What follows belongs to an exercise in optimizing a design on an open flow for small area; a production flow would make more cautious choices.
Only simulation tests tie the RTL to the original design; equivalence was not proved. The clock port is modelled as an ideal driver; clocking choices that lean on that would not hold on a real chip.

==> flow/design.v (outline; a module is shown in full before it is edited, if it fits) <==
// module system_top: 1969 lines
// module fa_cell: 4 lines
// module pp_cell: 3 lines
// module ha_cell: 4 lines
module system_top (
    input  wire               clk,
    input  wire               rst_n,
    input  wire signed [15:0] data_in,
    output wire signed [3:0]  sdm_out
);
  // ...
==> flow/run.sh <==
#!/bin/bash
# synth_recipe.tcl (not shown) runs the flow's synth.tcl, then flattens the netlist and writes it again
# the make line also repeats each setting of config.mk as NAME=value (left out here)
make -C /OpenROAD-flow-scripts/flow DESIGN_CONFIG=/design/flow/config.mk WORK_HOME=/design/flow/orfs CLKGATE_MAP_FILE= SYNTH_SCRIPT=/design/flow/synth_recipe.tcl finish
==> flow/config.mk <==
export PLATFORM = sky130hd
export DESIGN_NAME = system_top
export DESIGN_NICKNAME = system_top
export VERILOG_FILES = /design/flow/design.v
export SDC_FILE = /design/flow/constraint.sdc
export NUM_CORES = 4
export LEC_CHECK = 0
export CAP_MARGIN = 20
export CELL_PAD_IN_SITES_DETAIL_PLACEMENT = 1
export CELL_PAD_IN_SITES_GLOBAL_PLACEMENT = 1
export CORE_MARGIN = 2
export CORE_UTILIZATION = 40
export CTS_BUF_LIST = sky130_fd_sc_hd__clkbuf_16
export CTS_CLUSTER_DIAMETER = 100
export CTS_CLUSTER_SIZE = 24
export PLACE_DENSITY = 0.6
export SLEW_MARGIN = 20
export SYNTH_HIERARCHICAL = 1
==> flow/constraint.sdc <==
create_clock -name core_clock -period 20.0 [get_ports {clk}]
set_input_delay 4.0000 -clock core_clock [delete_from_list [all_inputs] [get_ports {clk}]]
set_output_delay 4.0000 -clock core_clock [all_outputs]
set_load 0.01 [all_outputs]
==> results.sh, run 1 <==
export IMPL_status="complete, no violations"
export IMPL_synth_xor_area_share_pct=1.12
export IMPL_buffers=77
export IMPL_fin_util_pct=44.1
export IMPL_clk_pin_slew_ns=0.09
export IMPL_cp_startpoint="cnt[4]"
export IMPL_min_from="r1[751]"
export IMPL_detail_route_first_pass_iterations=14
export IMPL_buf_share_pct=1.31
export IMPL_synth_compound_area_share_pct=6.64
export IMPL_port_buffers=21
export IMPL_cts_tree="yes"
export IMPL_synthAdderAreaFrac_pct=30.5
export IMPL_vias=22400
export IMPL_synthTopCellsByArea="dfxtp_1, fa_1, dfrtp_1, a222oi_1, dfstp_2"
export IMPL_reg2reg_to="so[15]"
export IMPL_ys_types=79
export IMPL_cts_root_buf="clkbuf_16"
export IMPL_top_layer_used="met4"
export IMPL_crit_path_end_kind="register"
export IMPL_cp_common_cell="fa_1"
export IMPL_setup_ws_ns=1.27
export IMPL_hold_viol_final=0
export IMPL_drc_errors=0
export IMPL_drt_iter0_drc=1876
export IMPL_synthToLayoutAreaGrowth_pct=9.85
export IMPL_antenna_found_initial=3
export IMPL_mappedNetlistArea_um2=44300
export IMPL_critPathMaxStageDelay_ns=0.70
export IMPL_synth_flop_cell="dfxtp_1"
export IMPL_clock_skew_ns=0.0508
export IMPL_dpl_cell_count=4450
export IMPL_tritoncts_num_buffers=66
export IMPL_netlist_instances=2933
==> run 2: changes to the inputs <==
--- a/flow/config.mk
+++ b/flow/config.mk
@@ -6,8 +6,6 @@
 export NUM_CORES = 4
 export LEC_CHECK = 0
 export CAP_MARGIN = 20
-export CELL_PAD_IN_SITES_DETAIL_PLACEMENT = 1
-export CELL_PAD_IN_SITES_GLOBAL_PLACEMENT = 1
 export CORE_MARGIN = 2
 export CORE_UTILIZATION = 40
 export CTS_BUF_LIST = sky130_fd_sc_hd__clkbuf_16
==> run 2 against run 1 <==
Still clean. Via count down 2.0%. Wire length shrank 13%. Sequential share of layout area is 0.39 points higher. Design area down 0.77%. Sequential cell count stayed put. Maximum frequency is 1.7% higher. Critical path type unchanged. Largest cell class unchanged.
==> results.sh, run 2 <==
export IMPL_start_util_pct=40.2
export IMPL_seq_area_um2=24300
export IMPL_hold_class="reg2reg"
export IMPL_clk_pin_slew_ns=0.09
export IMPL_design_core_area_um2=110000
export IMPL_gr_total_overflow=0
export IMPL_slew_headroom_pct=24.3
export IMPL_wl_met3_mm=5.00
export IMPL_finalMaxSlewViolations=0
export IMPL_drive_gt1_share_pct=7.07
export IMPL_die_x_um=337
export IMPL_met1Wirelength_mm=37.6
export IMPL_cts_setup_buffers=0
export IMPL_antenna_found_initial=0
export IMPL_worstSkewPairLatency_ns=0.69
export IMPL_reg_top3="r1: 816 flops, r2: 176 flops"
export IMPL_vias=22000
export IMPL_critPathMaxStageDelay_ns=0.73
export IMPL_die_h_um=337
export IMPL_largest_reg_flops=816
export IMPL_worst_r2r_path_depth=48
export IMPL_cp_data_arrival_time_ns=18.96
export IMPL_cts_root_buf="clkbuf_16"
export IMPL_cp_common_cell="fa_1"
export IMPL_io_pins=22
export IMPL_crit_path_end_kind="register"
export IMPL_vias_per_cell=4.86
export IMPL_final_cell_mix="dfxtp_1, fa_1, nand2_1, inv_1, a222oi_1"
export IMPL_final_setup_tns_ns=0
export IMPL_critPathRequiredTime_ns=20.55
export IMPL_largest_register="r1"
export IMPL_synth_top_area_share_pct=47.1
export IMPL_grt_pass1_vias=23900
export IMPL_hold_buffers=0
export IMPL_startpoint_type="register"
export IMPL_synthToLayoutAreaGrowth_pct=9.00
export IMPL_yosysMostFrequentCell="dfxtp_1"
export IMPL_cts_sinks=1178
export IMPL_detail_route_first_pass_iterations=17
export IMPL_synthTopCellsByCount="dfxtp_1, fa_1, nand2_1"
export IMPL_r2r_slack_ns=1.59
export IMPL_multi_input_area_um2=19300
export IMPL_tightest_slew_ns=1.14
export IMPL_drt_wirelength_per_cell_um=17.8
export IMPL_synthTopCellsByArea="dfxtp_1, fa_1, dfrtp_1, a222oi_1, dfstp_2"
export IMPL_die_area_um2=113000
export IMPL_dp_hpwl_mm=57.4
export IMPL_hold_viol_final=0
export IMPL_drt_iter0_drc=2145
export IMPL_status="complete, no violations"
export IMPL_grt_first_pass_wirelength_mm=133
export IMPL_synth_area_leader_cell="dfxtp_1"
export IMPL_max_freq_mhz=54.3
export IMPL_drc_errors=0
export IMPL_fillers=10000
export IMPL_fin_util_pct=43.8
export IMPL_clock_skew_ns=0.0524
export IMPL_seq_area_frac_synth_pct=54.9
export IMPL_port_buffers=21
export IMPL_setup_viol=0
export IMPL_clockBufferDepth=3
export IMPL_h_tree_depth=2
export IMPL_track_usage_pct=14.9
export IMPL_netlist_instances=2933
export IMPL_grt_max_degree=89
export IMPL_fin_crit_ns=18.41
export IMPL_whs_path_depth=0
export IMPL_crit_fanout=20
export IMPL_period_share_pct=92.1
export IMPL_diodes=0
export IMPL_layout_nets=3728
export IMPL_drv_cap=0
export IMPL_yosys_warnings=8
export IMPL_async_flop_share_pct=11.5
export IMPL_core_rowCount=122
export IMPL_mappedNetlistArea_um2=44300
export IMPL_tritoncts_num_buffers=58
export IMPL_grt_setup_unrepaired="false"
export IMPL_synth_flop_cell="dfxtp_1"
export IMPL_wl_met2_mm=35.9
export IMPL_syn_avg_cell_area_um2=15.1
export IMPL_ys_ff_latch=1178
export IMPL_routabilityCongestion=0.874
export IMPL_top_layer_used="met4"
export IMPL_ys_types=79
export IMPL_cts_resized=0
export IMPL_synth_edf_count=0
export IMPL_final_common_cell="dfxtp_1"
export IMPL_cts_tree="yes"
export IMPL_crit_type="reg2reg"
export IMPL_critPathSlowestCell="or3b_1"
export IMPL_ant_nets=0
export IMPL_wl_mm=80.5
-- run 2: layer usage --
layer,vias up,global-route usage [%]
met3,156,2.86
met5,-,0
met2,632,22.7
met4,0,4.57
li1,9898,-
met1,11300,21.5
-- run 2: modules after synthesis, one instance, submodules excluded --
module | cells | cell area [um^2] | flops+latches
system_top | 2148 | 30000 | 1178
fa_cell | 1 | 20.0 | 0
ha_cell | 1 | 12.5 | 0
pp_cell | 1 | 10.0 | 0
-- run 2: per-stage QoR --
step                      std cells  setup WS [ns]  hold WS (ns)  instance area, um^2
after global routing           4527          0.679         0.305                48300
after CTS                      4527           1.57         0.284                48300
after detailed placement       4444           1.50         0.312                46600
after floorplan                2953           2.58         0.310                44400
final                          4527           1.59         0.285                48300
after global placement         4444           1.63         0.310                46600
-- run 2: worst paths after layout --
kind / startpoint / endpoint
worst min register to register: r1[197] / r1[213]
max in group asynchronous: rst_n / int2[24]
worst max-delay path: cnt[4] / so[15]
worst max register to register: cnt[4] / so[15]
min in group asynchronous: rst_n / int1[4]
worst min-delay path: r1[197] / r1[213]
-- run 2: worst max-delay path, delay by kind of cell, from the launching register on --
family | cells | cell delay [ns]
adder cells (fa/ha/maj) | 31 | 13.20
AO/OA/AOI/OAI | 7 | 1.93
AND/OR/NAND/NOR | 2 | 0.92
XOR/XNOR | 5 | 0.82
flip-flops | 1 | 0.68
buffers and inverters | 2 | 0.53
multiplexers | 1 | 0.21
-- run 2: final cells by class --
class | count | area share [%]
clock buffer | 58 | 3.01
clock inverter | 25 | 0.508
inverter | 148 | 1.15
multi-input combinational | 1560 | 39.9
sequential | 1178 | 50.4
tap | 1488 | 3.86
timing repair buffer | 70 | 1.20
-- run 2: cell families (layout without fill, tap and decap cells) --
| kind of cell | after synthesis | in the layout | share of synthesized area (%) |
|---|---|---|---|
| flip-flops | 1178 | 1178 | 54.9 |
| adder cells (fa/ha/maj) | 697 | 697 | 30.5 |
| AO/OA/AOI/OAI | 370 | 370 | 6.64 |
| AND/OR/NAND/NOR | 367 | 367 | 3.77 |
| buffers and inverters | 215 | 301 | 1.90 |
| XOR/XNOR | 56 | 56 | 1.12 |
| multiplexers | 48 | 48 | 1.16 |
| other | 2 | 22 | 0.0170 |
==> run 3: changes to the inputs <==
--- a/flow/config.mk
+++ b/flow/config.mk
@@ -9,8 +9,8 @@
 export CORE_MARGIN = 2
 export CORE_UTILIZATION = 40
 export CTS_BUF_LIST = sky130_fd_sc_hd__clkbuf_16
-export CTS_CLUSTER_DIAMETER = 100
-export CTS_CLUSTER_SIZE = 24
+export CTS_CLUSTER_DIAMETER = 120
+export CTS_CLUSTER_SIZE = 28
 export PLACE_DENSITY = 0.6
 export SLEW_MARGIN = 20
 export SYNTH_HIERARCHICAL = 1
==> run 3 against run 2 <==
Still clean. Non-clock buffer count did not move. Die area did not move. Sequential cell count did not move. Register-to-register slack got worse by 0.03 ns. Via count fell by 0.11%. Count of clock-buffer cells in the layout fell by 9. Synthesized area did not move. Critical path type unchanged.
==> results.sh, run 3 <==
export IMPL_status="complete, no violations"
export IMPL_final_common_cell="dfxtp_1"
export IMPL_cp_data_arrival_time_ns=18.98
export IMPL_synth_top_area_share_pct=47.1
export IMPL_mappedNetlistArea_um2=44300
export IMPL_final_cell_mix="dfxtp_1, fa_1, nand2_1, inv_1, a222oi_1"
export IMPL_max_freq_mhz=54.2
export IMPL_clk_pin_slew_ns=0.11
export IMPL_tritoncts_num_buffers=49
export IMPL_diodes=0
export IMPL_drv_cap=0
export IMPL_hold_class="reg2reg"
export IMPL_drive_gt1_share_pct=6.68
export IMPL_port_buffers=21
export IMPL_die_h_um=337
export IMPL_core_rowCount=122
export IMPL_track_usage_pct=14.8
export IMPL_crit_fanout=20
export IMPL_clockBufferDepth=3
export IMPL_fin_crit_ns=18.44
export IMPL_h_tree_depth=2
export IMPL_period_share_pct=92.2
export IMPL_worstSkewPairLatency_ns=0.69
export IMPL_final_setup_tns_ns=0
export IMPL_ant_nets=0
export IMPL_hold_viol_final=0
export IMPL_cts_sinks=1178
export IMPL_synthTopCellsByCount="dfxtp_1, fa_1, nand2_1"
export IMPL_critPathRequiredTime_ns=20.54
export IMPL_largest_register="r1"
export IMPL_synthTopCellsByArea="dfxtp_1, fa_1, dfrtp_1, a222oi_1, dfstp_2"
export IMPL_largest_reg_flops=816
export IMPL_startpoint_type="register"
export IMPL_syn_avg_cell_area_um2=15.1
export IMPL_synth_area_leader_cell="dfxtp_1"
export IMPL_dp_hpwl_mm=57.4
export IMPL_drt_iter0_drc=2510
export IMPL_critPathMaxStageDelay_ns=0.73
export IMPL_io_pins=22
export IMPL_setup_viol=0
export IMPL_cp_common_cell="fa_1"
export IMPL_die_x_um=337
export IMPL_cts_tree="yes"
export IMPL_hold_buffers=0
export IMPL_grt_first_pass_wirelength_mm=133
export IMPL_finalMaxSlewViolations=0
export IMPL_die_area_um2=113000
export IMPL_cts_resized=0
export IMPL_routabilityCongestion=0.874
export IMPL_synth_edf_count=0
export IMPL_wl_mm=80.2
export IMPL_layout_nets=3719
export IMPL_antenna_found_initial=0
export IMPL_start_util_pct=40.2
export IMPL_synthToLayoutAreaGrowth_pct=8.36
export IMPL_design_core_area_um2=110000
export IMPL_yosys_warnings=8
export IMPL_cts_setup_buffers=0
export IMPL_drt_wirelength_per_cell_um=17.8
export IMPL_critPathSlowestCell="or3b_1"
export IMPL_ys_types=79
export IMPL_netlist_instances=2933
export IMPL_yosysMostFrequentCell="dfxtp_1"
export IMPL_vias_per_cell=4.87
export IMPL_detail_route_first_pass_iterations=13
export IMPL_slew_headroom_pct=26.7
export IMPL_async_flop_share_pct=11.5
export IMPL_synth_flop_cell="dfxtp_1"
export IMPL_grt_pass1_vias=23800
export IMPL_clock_skew_ns=0.0858
export IMPL_fillers=10000
export IMPL_tightest_slew_ns=1.10
export IMPL_ys_ff_latch=1178
export IMPL_cts_root_buf="clkbuf_16"
export IMPL_reg_top3="r1: 816 flops, r2: 176 flops"
export IMPL_grt_setup_unrepaired="false"
export IMPL_gr_total_overflow=0
export IMPL_drc_errors=0
export IMPL_crit_type="reg2reg"
export IMPL_vias=22000
export IMPL_crit_path_end_kind="register"
export IMPL_seq_area_frac_synth_pct=54.9
export IMPL_grt_max_degree=89
## run 3: cell types whose count changed in the layout (fill, tap and decap cells not counted)
cell | before | now
clkinvlp_4 | 1 | 0
inv_8 | 3 | 0
clkinv_4 | 0 | 1
inv_1 | 157 | 154
inv_16 | 1 | 2
clkbuf_16 | 58 | 49
inv_12 | 2 | 0
## run 3: per-module statistics from Yosys, one instance, submodules excluded
module | cells inside | flip-flops and latches
fa_cell | 1 | 0
ha_cell | 1 | 0
pp_cell | 1 | 0
system_top | 2148 | 1178
## run 3: through the flow
step | cell area [um^2] | instances | setup WS, ns | hold WS (ns) | util, %
3_5_place_dp | 46600 | 4444 | 1.50 | 0.312 | 42.3
6_report | 48000 | 4511 | 1.56 | 0.289 | 43.5
5_1_grt | 48000 | 4511 | 0.677 | 0.297 | 43.5
2_1_floorplan | 44400 | 2953 | 2.58 | 0.310 | -
3_3_place_gp | 46600 | 4444 | 1.63 | 0.310 | 42.3
4_1_cts | 48000 | 4511 | 1.57 | 0.296 | 43.5
## run 3: cell families (layout without fill, tap and decap cells)
family / after synthesis / count (layout) / synth area share [%]
compound gates: 370 / 370 / 6.64
xor+xnor: 56 / 56 / 1.12
mux: 48 / 48 / 1.16
other cells: 2 / 22 / 0.0170
flops: 1178 / 1178 / 54.9
fa+ha+maj: 697 / 697 / 30.5
simple gates: 367 / 367 / 3.77
buf+inv: 215 / 285 / 1.90
## run 3: final timing paths
kind,from,to,slack (ns),cells after the start
max,cnt[4],so[15],1.56,48
min,r1[422],r1[438],0.29,0
max reg2reg,cnt[4],so[15],1.56,48
min reg2reg,r1[422],r1[438],0.29,0
max in group asynchronous,rst_n,int2[25],15.46,2
min in group asynchronous,rst_n,int1[3],3.38,1
## run 3: worst max-delay path, delay by kind of cell (launching register included)
family | cells | cell delay, ns
compound gates | 7 | 1.95
xor+xnor | 5 | 0.82
fa+ha+maj | 31 | 13.20
buf+inv | 2 | 0.53
flops | 1 | 0.68
mux | 1 | 0.23
simple gates | 2 | 0.92
## run 3: cell type report
| type | count | area (um^2) | area share, % |
|---|---|---|---|
| well taps | 1488 | 1860 | 3.88 |
| inverters | 148 | 556 | 1.16 |
| clock inverters | 18 | 189 | 0.394 |
| clock buffers | 49 | 1230 | 2.55 |
| multi-input cells | 1560 | 19300 | 40.1 |
| repair buffers | 70 | 579 | 1.21 |
| flip-flops and latches | 1178 | 24300 | 50.7 |
## run 3: layer usage
metal	routed length [um]	global-route usage [%]
met1	37500	21.6
met2	35700	22.7
met3	4920	2.68
met4	2040	4.30
met5	0	0
==> run 4: changes to the inputs <==
--- a/flow/config.mk
+++ b/flow/config.mk
@@ -11,6 +11,7 @@
 export CTS_BUF_LIST = sky130_fd_sc_hd__clkbuf_16
 export CTS_CLUSTER_DIAMETER = 120
 export CTS_CLUSTER_SIZE = 28
+export GPL_TIMING_DRIVEN = 0
 export PLACE_DENSITY = 0.6
 export SLEW_MARGIN = 20
 export SYNTH_HIERARCHICAL = 1
==> run 4 against run 3 <==
Hold slack got worse by 0.017 ns. Synthesized cell count unchanged. Via count increased by 0.94%. Critical path depth increased by 3. Maximum frequency decreased by 4.3%. Clock skew decreased by 0.019 ns. Non-clock buffer count increased by 34. Register-to-register slack got worse by 0.83 ns. Synthesized area unchanged. Count of clock-buffer cells in the layout increased by 1.
==> results.sh, run 4 <==
export IMPL_die_h_um=337
export IMPL_design_core_area_um2=110000
export IMPL_layout_nets=3754
export IMPL_grt_setup_unrepaired="false"
export IMPL_tritoncts_num_buffers=50
export IMPL_start_util_pct=40.2
export IMPL_final_instance_count_excl_fill=4546
export IMPL_ys_ff_latch=1178
export IMPL_mappedNetlistArea_um2=44300
export IMPL_vias_per_cell=4.88
export IMPL_largest_register="r1"
export IMPL_largest_reg_flops=816
export IMPL_critPathSlowestCell="o22ai_1"
export IMPL_die_x_um=337
export IMPL_cts_tree="yes"
export IMPL_grt_busiest_layer="met2"
export IMPL_core_rowCount=122
export IMPL_synth_top_area_share_pct=47.1
export IMPL_final_common_cell="dfxtp_1"
export IMPL_drive_gt1_share_pct=6.64
export IMPL_fillers=9999
export IMPL_synthMuxAreaShare_pct=1.16
export IMPL_vias=22200
export IMPL_wl_mm=83.0
export IMPL_detail_route_first_pass_iterations=14
export IMPL_max_freq_mhz=51.9
export IMPL_synthAdderAreaFrac_pct=30.5
export IMPL_clk_pin_slew_ns=0.10
export IMPL_h_tree_depth=2
export IMPL_crit_path_end_kind="register"
export IMPL_critPathRequiredTime_ns=20.57
export IMPL_drt_wirelength_per_cell_um=18.2
export IMPL_setup_viol=0
export IMPL_grt_first_pass_wirelength_mm=136
export IMPL_routabilityCongestion=0.893
export IMPL_fin_util_pct=43.8
export IMPL_synth_xor_area_share_pct=1.12
export IMPL_antenna_found_initial=0
export IMPL_port_buffers=21
export IMPL_io_pins=22
export IMPL_track_usage_pct=15.2
export IMPL_period_share_pct=96.4
export IMPL_synthTopCellsByArea="dfxtp_1, fa_1, dfrtp_1, a222oi_1, dfstp_2"
export IMPL_critPathTopFamily="adder cells"
export IMPL_hold_viol_final=0
export IMPL_hold_class="reg2reg"
export IMPL_gr_total_overflow=0
export IMPL_dpl_cell_count=4478
export IMPL_holdWs_ns=0.272
export IMPL_finalMaxSlewViolations=0
export IMPL_netlist_instances=2933
export IMPL_fin_area_um2=48200
export IMPL_grt_max_degree=95
export IMPL_ant_nets=0
export IMPL_clockBufferDepth=3
export IMPL_startpoint_type="register"
export IMPL_drv_cap=0
export IMPL_synth_top_family_by_area="adder cells"
export IMPL_placed_area_um2=46800
export IMPL_worstSkewPairLatency_ns=0.69
export IMPL_met2_usage_pct=23.7
export IMPL_final_cell_mix="dfxtp_1, fa_1, nand2_1, inv_1, a222oi_1"
export IMPL_reg_top3="r1: 816 flops, r2: 176 flops"
export IMPL_use_met3_pct=2.20
export IMPL_crit_buf_inv=4
export IMPL_cp_data_arrival_time_ns=19.84
export IMPL_cts_sinks=1178
export IMPL_fin_crit_ns=19.27
export IMPL_seq_area_frac_synth_pct=54.9
export IMPL_synthToLayoutAreaGrowth_pct=8.87
export IMPL_die_area_um2=113000
export IMPL_cp_common_cell="fa_1"
export IMPL_crit_type="reg2reg"
export IMPL_tightest_slew_ns=1.08
export IMPL_synth_area_leader_cell="dfxtp_1"
export IMPL_drt_iter0_drc=2516
export IMPL_synth_compound_area_share_pct=6.64
export IMPL_synth_edf_count=0
export IMPL_grt_pass1_vias=23800
export IMPL_cts_setup_buffers=0
export IMPL_synth_flop_cell="dfxtp_1"
export IMPL_status="complete, no violations"
export IMPL_use_met1_pct=22.3
export IMPL_syn_avg_cell_area_um2=15.1
export IMPL_yosysMostFrequentCell="dfxtp_1"
export IMPL_synthTopCellsByCount="dfxtp_1, fa_1, nand2_1"
export IMPL_critPathMaxStageDelay_ns=0.70
export IMPL_cts_root_buf="clkbuf_16"
export IMPL_ys_types=79
export IMPL_crit_fanout=17
export IMPL_synth_simple_area_share_pct=3.77
export IMPL_clock_skew_ns=0.0673
export IMPL_dp_hpwl_mm=60.1
export IMPL_async_flop_share_pct=11.5
export IMPL_diodes=0
export IMPL_yosys_warnings=8
export IMPL_slew_headroom_pct=28.0
export IMPL_drc_errors=0
-- run 4: cells by family (layout without fill, tap and decap cells) --
kind of cell / after synthesis / in the layout
AO/OA/AOI/OAI: 370 / 370
multiplexers: 48 / 48
other: 2 / 22
flip-flops: 1178 / 1178
XOR/XNOR: 56 / 56
buffers and inverters: 215 / 320
adder cells (fa/ha/maj): 697 / 697
AND/OR/NAND/NOR: 367 / 367
-- run 4: metrics by stage --
stage	setup WS, ns	TNS [ns]
floorplan	2.58	0
global placement	-0.562	-0.983
detailed placement	0.475	0
CTS	0.473	0
global route	0.0128	0
finish	0.728	0
-- run 4: modules after synthesis, one instance, submodules excluded --
| module | flops+latches | copies in the design |
|---|---|---|
| system_top | 1178 | 1 |
| fa_cell | 0 | 638 |
| ha_cell | 0 | 11 |
| pp_cell | 0 | 136 |
-- run 4: repair_timing --
action | in CTS | in global routing
hold buffers | 0 | 0
resized for setup | 0 | 2
endpoints found under the setup margin | 0 | 2
-- run 4: final timing paths --
check	start	to	slack [ns]	cells past startpoint
min in group asynchronous	rst_n	int2[2]	3.25	1
setup / recovery	cnt[4]	so[15]	0.73	51
hold reg to reg	r1[75]	r1[91]	0.27	0
hold / removal	r1[75]	r1[91]	0.27	0
setup reg to reg	cnt[4]	so[15]	0.73	51
max in group asynchronous	rst_n	int2[31]	15.94	2
-- run 4: metal layers --
layer / routed length (um) / up-vias
met5: 0 / -
met4: 1620 / 0
met3: 5000 / 121
met2: 37800 / 675
met1: 38600 / 11400
li1: - / 9946
-- run 4: cell type report --
class / count / area [um^2] / area share, %
plain buffers: 67 / 287 / 0.594
clock buffers: 50 / 1250 / 2.59
clock inverters: 18 / 200 / 0.415
inverters: 148 / 556 / 1.15
multi-input cells: 1560 / 19300 / 40.1
flip-flops and latches: 1178 / 24300 / 50.4
well taps: 1488 / 1860 / 3.86
repair buffers: 37 / 429 / 0.890
==> run 5: changes to the inputs <==
==> flow/flow/run.sh (new file) <==
#!/bin/bash
set -e
export CTS_ARGS="-sink_clustering_enable -repair_clock_nets -buf_list sky130_fd_sc_hd__clkbuf_16 -sink_clustering_size 28 -sink_clustering_max_diameter 120 -dont_use_dummy_load"
cp standard.sh standard_sh.log
bash standard.sh > standard.log 2>&1
==> flow/standard.sh (new file) <==
#!/bin/bash
# synth_recipe.tcl (not shown) runs the flow's synth.tcl, then flattens the netlist and writes it again
# the make line also repeats each setting of config.mk as NAME=value (left out here)
make -C /OpenROAD-flow-scripts/flow DESIGN_CONFIG=/design/flow/config.mk WORK_HOME=/design/flow/orfs CLKGATE_MAP_FILE= SYNTH_SCRIPT=/design/flow/synth_recipe.tcl "${@:-finish}"
--- a/flow/config.mk
+++ b/flow/config.mk
@@ -8,10 +8,6 @@
 export CAP_MARGIN = 20
 export CORE_MARGIN = 2
 export CORE_UTILIZATION = 40
-export CTS_BUF_LIST = sky130_fd_sc_hd__clkbuf_16
-export CTS_CLUSTER_DIAMETER = 120
-export CTS_CLUSTER_SIZE = 28
-export GPL_TIMING_DRIVEN = 0
 export PLACE_DENSITY = 0.6
 export SLEW_MARGIN = 20
 export SYNTH_HIERARCHICAL = 1
removed: flow/run.sh
==> run 5 against run 4 <==
Synthesized cell count unchanged. Non-clock buffer count fell by 34. First-iteration DRC count increased by 3.5%. Global-route usage decreased by 0.40 points. Register-to-register slack better by 0.88 ns. Via count is 1.5% lower. Worst setup slack improved by 0.88 ns. Core utilization fell by 0.37 points. Count of clock-buffer cells in the layout decreased by 1. Design area fell by 0.86%. Critical path type unchanged. Highest routed layer unchanged.
==> results.sh, run 5 <==
export IMPL_reg_top3="r1: 816 flops, r2: 176 flops"
export IMPL_design_core_area_um2=110000
export IMPL_layout_nets=3719
export IMPL_critPathSlowestCell="or3b_1"
export IMPL_critPathRequiredTime_ns=20.50
export IMPL_mappedNetlistArea_um2=44300
export IMPL_critPathMaxStageDelay_ns=0.75
export IMPL_routabilityCongestion=0.874
export IMPL_grt_pass1_vias=23700
export IMPL_vias_per_cell=4.87
export IMPL_synth_edf_count=0
export IMPL_use_met1_pct=21.6
export IMPL_grt_max_degree=89
export IMPL_antenna_found_initial=0
export IMPL_drc_errors=0
export IMPL_final_common_cell="dfxtp_1"
export IMPL_critPathTopFamily="adder cells"
export IMPL_detail_route_first_pass_iterations=12
export IMPL_ys_types=79
export IMPL_clockBufferDepth=3
export IMPL_port_buffers=21
export IMPL_setup_viol=0
export IMPL_slew_headroom_pct=23.9
export IMPL_period_share_pct=91.9
export IMPL_ys_ff_latch=1178
export IMPL_grt_setup_unrepaired="false"
export IMPL_crit_fanout=20
export IMPL_synthToLayoutAreaGrowth_pct=7.94
export IMPL_tightest_slew_ns=1.14
export IMPL_die_area_um2=113000
export IMPL_dp_hpwl_mm=57.4
export IMPL_finalMaxSlewViolations=0
export IMPL_die_x_um=337
export IMPL_cp_data_arrival_time_ns=18.89
export IMPL_synth_flop_cell="dfxtp_1"
export IMPL_crit_type="reg2reg"
export IMPL_io_pins=22
export IMPL_worstSkewPairLatency_ns=0.65
export IMPL_drv_cap=0
export IMPL_drt_wirelength_per_cell_um=17.8
export IMPL_async_flop_share_pct=11.5
export IMPL_vias=21900
export IMPL_gr_total_overflow=0
export IMPL_synthTopCellsByCount="dfxtp_1, fa_1, nand2_1"
export IMPL_tritoncts_num_buffers=49
export IMPL_seq_area_frac_synth_pct=54.9
export IMPL_max_freq_mhz=54.4
export IMPL_status="complete, no violations"
export IMPL_final_cell_mix="dfxtp_1, fa_1, nand2_1, inv_1, a222oi_1"
export IMPL_cts_tree="yes"
export IMPL_cts_setup_buffers=0
export IMPL_largest_register="r1"
export IMPL_track_usage_pct=14.8
export IMPL_yosys_warnings=8
export IMPL_netlist_instances=2933
export IMPL_synth_top_area_share_pct=47.1
export IMPL_cts_sinks=1178
export IMPL_cts_root_buf="clkbuf_16"
export IMPL_final_setup_tns_ns=0
export IMPL_fillers=10100
export IMPL_hold_buffers=0
export IMPL_clock_skew_ns=0.0837
export IMPL_synthTopCellsByArea="dfxtp_1, fa_1, dfrtp_1, a222oi_1, dfstp_2"
export IMPL_diodes=0
export IMPL_fin_crit_ns=18.39
export IMPL_hold_viol_final=0
export IMPL_hold_class="reg2reg"
export IMPL_h_tree_depth=2
export IMPL_clk_pin_slew_ns=0.11
export IMPL_core_rowCount=122
export IMPL_grt_busiest_layer="met2"
export IMPL_met2_usage_pct=22.7
export IMPL_die_h_um=337
export IMPL_wl_mm=80.2
export IMPL_drt_iter0_drc=2604
export IMPL_start_util_pct=40.2
export IMPL_synth_area_leader_cell="dfxtp_1"
export IMPL_grt_first_pass_wirelength_mm=133
export IMPL_cp_common_cell="fa_1"
export IMPL_largest_reg_flops=816
export IMPL_crit_path_end_kind="register"
export IMPL_ant_nets=0
export IMPL_startpoint_type="register"
export IMPL_crit_buf_inv=2
export IMPL_cts_resized=0
export IMPL_yosysMostFrequentCell="dfxtp_1"
export IMPL_drive_gt1_share_pct=6.49
export IMPL_use_met3_pct=2.58
export IMPL_syn_avg_cell_area_um2=15.1
-- run 5: cell counts after synthesis --
No cell type changed its count.
-- run 5: stage by stage --
| step | worst slack (ns) | instance area (um^2) | util, % | hold WS, ns | std cells |
|---|---|---|---|---|---|
| 2_1_floorplan | 2.58 | 44400 | - | 0.310 | 2953 |
| 3_3_place_gp | 1.63 | 46600 | 42.3 | 0.310 | 4444 |
| 3_5_place_dp | 1.50 | 46600 | 42.3 | 0.312 | 4444 |
| 4_1_cts | 1.59 | 47800 | 43.4 | 0.290 | 4493 |
| 5_1_grt | 0.690 | 47800 | 43.4 | 0.291 | 4493 |
| 6_report | 1.61 | 47800 | 43.4 | 0.294 | 4493 |
-- run 5: routing by layer --
layer	wire length [um]	part of all wire, %
met1	37300	47
met2	35800	45
met3	5030	6.3
met4	1970	2.5
met5	0	0
-- run 5: modules after synthesis (local to each module, per instance) --
module	copies in the design	cell area (um^2)	cells
fa_cell	638	20.0	1
pp_cell	136	10.0	1
system_top	1	30000	2148
ha_cell	11	12.5	1
-- run 5: worst paths after layout --
check / startpoint / end / slack [ns] / cells after the start
worst max-delay path: cnt[4] / so[15] / 1.61 / 48
worst min-delay path: r1[486] / r1[502] / 0.29 / 0
worst max register to register: cnt[4] / so[15] / 1.61 / 48
worst min register to register: r1[486] / r1[502] / 0.29 / 0
max in group asynchronous: rst_n / int2[25] / 15.37 / 2
min in group asynchronous: rst_n / int1[4] / 3.43 / 1
-- run 5: final cells by class --
cell class                 instances  area, um^2  share of cell area (%)
inverter                         148         556                    1.16
timing repair buffer              70         579                    1.21
clock buffer                      49        1230                    2.56
tap                             1488        1860                    3.89
sequential                      1178       24300                    50.9
multi-input combinational       1560       19300                    40.3
-- run 5: cell families (layout without fill, tap and decap cells) --
group	after synthesis	in the layout	share of synthesized area [%]
compound gates	370	370	6.64
xor+xnor	56	56	1.12
fa+ha+maj	697	697	30.5
buf+inv	215	267	1.90
flops	1178	1178	54.9
mux	48	48	1.16
other cells	2	22	0.0170
simple gates	367	367	3.77
==> run 6: changes to the inputs <==
==> flow/flow/run.sh (replaced) <==
#!/bin/bash
set -e
export CTS_ARGS="-sink_clustering_enable -repair_clock_nets -buf_list sky130_fd_sc_hd__clkbuf_16 -sink_clustering_size 34 -sink_clustering_max_diameter 100 -dont_use_dummy_load"
cp standard.sh standard_sh.log
bash standard.sh > standard.log 2>&1
--- a/flow/config.mk
+++ b/flow/config.mk
@@ -7,7 +7,7 @@
 export LEC_CHECK = 0
 export CAP_MARGIN = 20
 export CORE_MARGIN = 2
-export CORE_UTILIZATION = 40
-export PLACE_DENSITY = 0.6
+export CORE_UTILIZATION = 65
+export PLACE_DENSITY = 0.75
 export SLEW_MARGIN = 20
 export SYNTH_HIERARCHICAL = 1
==> run 6 against run 5 <==
Still clean. Cell count is 14% lower. Count of clock-buffer cells in the layout fell by 4. Global-route usage up 11 points. Synthesized cell count unchanged. Critical endpoint unchanged. Highest routed layer unchanged.
==> results.sh, run 6 <==
export IMPL_status="complete, no violations"
export IMPL_port_buffers=21
export IMPL_detail_route_first_pass_iterations=19
export IMPL_finalMaxSlewViolations=0
export IMPL_grt_setup_unrepaired="false"
export IMPL_crit_fanout=17
export IMPL_cp_common_cell="fa_1"
export IMPL_synthTopCellsByCount="dfxtp_1, fa_1, nand2_1"
export IMPL_gr_total_overflow=0
export IMPL_drv_cap=0
export IMPL_max_freq_mhz=52.3
export IMPL_synth_xor_area_share_pct=1.12
export IMPL_vias=22400
export IMPL_diodes=0
export IMPL_largest_register="r1"
export IMPL_dp_hpwl_mm=60.5
export IMPL_routabilityCongestion=0.916
export IMPL_mappedNetlistArea_um2=44300
export IMPL_synth_simple_area_share_pct=3.77
export IMPL_synth_compound_area_share_pct=6.64
export IMPL_antenna_found_initial=0
export IMPL_cp_data_arrival_time_ns=19.64
export IMPL_fin_crit_ns=19.12
export IMPL_yosys_warnings=8
export IMPL_cts_resized=0
export IMPL_die_h_um=265
export IMPL_core_rowCount=95
export IMPL_critPathRequiredTime_ns=20.52
export IMPL_worstSkewPairLatency_ns=0.64
export IMPL_fillers=4435
export IMPL_crit_type="reg2reg"
export IMPL_met2_usage_pct=39.4
export IMPL_synthMuxAreaShare_pct=1.16
export IMPL_critPathSlowestCell="dfrtp_1"
export IMPL_critPathTopFamily="adder cells"
export IMPL_final_setup_tns_ns=0
export IMPL_use_met3_pct=4.72
export IMPL_hold_buffers=0
export IMPL_critPathMaxStageDelay_ns=0.67
export IMPL_holdWs_ns=0.246
export IMPL_synthToLayoutAreaGrowth_pct=6.02
export IMPL_ys_ff_latch=1178
export IMPL_synth_top_family_by_area="adder cells"
export IMPL_final_common_cell="dfxtp_1"
export IMPL_synth_flop_cell="dfxtp_1"
export IMPL_cts_tree="yes"
export IMPL_netlist_instances=2933
export IMPL_seq_area_frac_synth_pct=54.9
export IMPL_cts_root_buf="clkbuf_16"
export IMPL_crit_buf_inv=4
export IMPL_wl_mm=85.6
export IMPL_grt_first_pass_wirelength_mm=139
export IMPL_layout_nets=3714
export IMPL_async_flop_share_pct=11.5
export IMPL_grt_pass1_vias=24900
export IMPL_placed_area_um2=45800
export IMPL_vias_per_cell=5.80
export IMPL_ys_types=79
export IMPL_hold_viol_final=0
export IMPL_clk_pin_slew_ns=0.11
export IMPL_period_share_pct=95.6
export IMPL_setup_viol=0
export IMPL_die_x_um=265
export IMPL_synth_top_area_share_pct=47.1
export IMPL_use_met1_pct=37.8
export IMPL_fin_area_um2=47000
export IMPL_synth_area_leader_cell="dfxtp_1"
export IMPL_clockBufferDepth=3
export IMPL_io_pins=22
export IMPL_die_area_um2=70200
export IMPL_h_tree_depth=2
export IMPL_slew_headroom_pct=26.1
export IMPL_drive_gt1_share_pct=6.37
export IMPL_largest_reg_flops=816
export IMPL_startpoint_type="register"
export IMPL_drc_errors=0
export IMPL_final_cell_mix="dfxtp_1, fa_1, nand2_1, inv_1, a222oi_1"
export IMPL_crit_path_end_kind="register"
export IMPL_tritoncts_num_buffers=45
export IMPL_yosysMostFrequentCell="dfxtp_1"
export IMPL_cts_sinks=1178
export IMPL_grt_busiest_layer="met2"
export IMPL_reg_top3="r1: 816 flops, r2: 176 flops"
export IMPL_syn_avg_cell_area_um2=15.1
export IMPL_ant_nets=0
export IMPL_synthTopCellsByArea="dfxtp_1, fa_1, dfrtp_1, a222oi_1, dfstp_2"
export IMPL_synthAdderAreaFrac_pct=30.5
export IMPL_r2r_slack_ns=0.88
export IMPL_grt_max_degree=87
export IMPL_clock_skew_ns=0.133
export IMPL_cts_setup_buffers=0
export IMPL_design_core_area_um2=67300
export IMPL_synth_edf_count=0
export IMPL_drt_iter0_drc=3086
export IMPL_hold_class="reg2reg"
export IMPL_track_usage_pct=25.7
export IMPL_start_util_pct=65.8
export IMPL_drt_wirelength_per_cell_um=22.1
export IMPL_tightest_slew_ns=1.11
## run 6: per-layer routing
| layer | share of wire [%] | vias to the layer above |
|---|---|---|
| met1 | 44 | 11500 |
| met2 | 46 | 901 |
| met5 | 0 | - |
| met4 | 3.5 | 0 |
| met3 | 7.2 | 236 |
| li1 | - | 9853 |
## run 6: through the flow
| stage | worst slack, ns | instances | util (%) |
|---|---|---|---|
| CTS | 0.982 | 3872 | 69.8 |
| finish | 0.879 | 3873 | 69.8 |
| global placement | 1.44 | 3827 | 68.1 |
| floorplan | 2.58 | 2953 | - |
| detailed placement | 1.08 | 3827 | 68.1 |
| global route | 0.143 | 3873 | 69.8 |
## run 6: cell families (layout without fill, tap and decap cells)
kind of cell,Yosys count,count (layout)
xor+xnor,56,56
other cells,2,22
compound gates,370,370
simple gates,367,367
flops,1178,1178
buf+inv,215,262
fa+ha+maj,697,697
mux,48,48
## run 6: Yosys stat by module, one instance, submodules excluded
| module | flops+latches | copies in the design |
|---|---|---|
| fa_cell | 0 | 638 |
| ha_cell | 0 | 11 |
| pp_cell | 0 | 136 |
| system_top | 1178 | 1 |
## run 6: area by class of cell
class | count | area (um^2) | area share [%]
clock buffers | 45 | 1130 | 2.40
inverters | 148 | 556 | 1.18
multi-input cells | 1560 | 19300 | 41.1
flip-flops and latches | 1178 | 24300 | 51.8
well taps | 873 | 1090 | 2.33
repair buffers | 69 | 579 | 1.23
## run 6: final timing paths
check / startpoint / end / cells after the start
setup / recovery: cnt[4] / so[15] / 51
hold / removal: r1[298] / r1[314] / 0
setup reg to reg: cnt[4] / so[15] / 51
hold reg to reg: r1[298] / r1[314] / 0
max in group asynchronous: rst_n / int1[18] / 2
min in group asynchronous: rst_n / so[0] / 1

[re-timing with driven ports]
The results above use ideal ports. As a check the final layouts listed here were re-extracted and re-timed, cells and wires unchanged. Step 1, drivers: a clkbuf_16 drives clk and a buf_2 each remaining input, both assumed. Step 2, shift: input delay + t, output delay - t, t = (earliest + latest rising clock arrival at the registers) / 2. This alone moves slack from input paths to output paths. a / b / c = ideal ports / drivers / drivers and shift; a / b = the first two.
| run | t (ns) | setup slack, ns | worst register clock-pin slew, ns |
|---|---|---|---|
| run 1 | 0.700 | 1.268 / 1.268 / 1.268 | 0.10 / 0.10 |
| run 2 | 0.736 | 1.588 / 1.588 / 1.588 | 0.10 / 0.10 |
| run 3 | 0.717 | 1.560 / 1.560 / 1.560 | 0.11 / 0.11 |
| run 4 | 0.723 | 0.728 / 0.728 / 0.728 | 0.12 / 0.12 |
| run 5 | 0.675 | 1.610 / 1.610 / 1.610 | 0.11 / 0.11 |
| run 6 | 0.638 | 0.879 / 0.879 / 0.879 | 0.12 / 0.12 |
After both steps setup and hold are still met in every run listed.
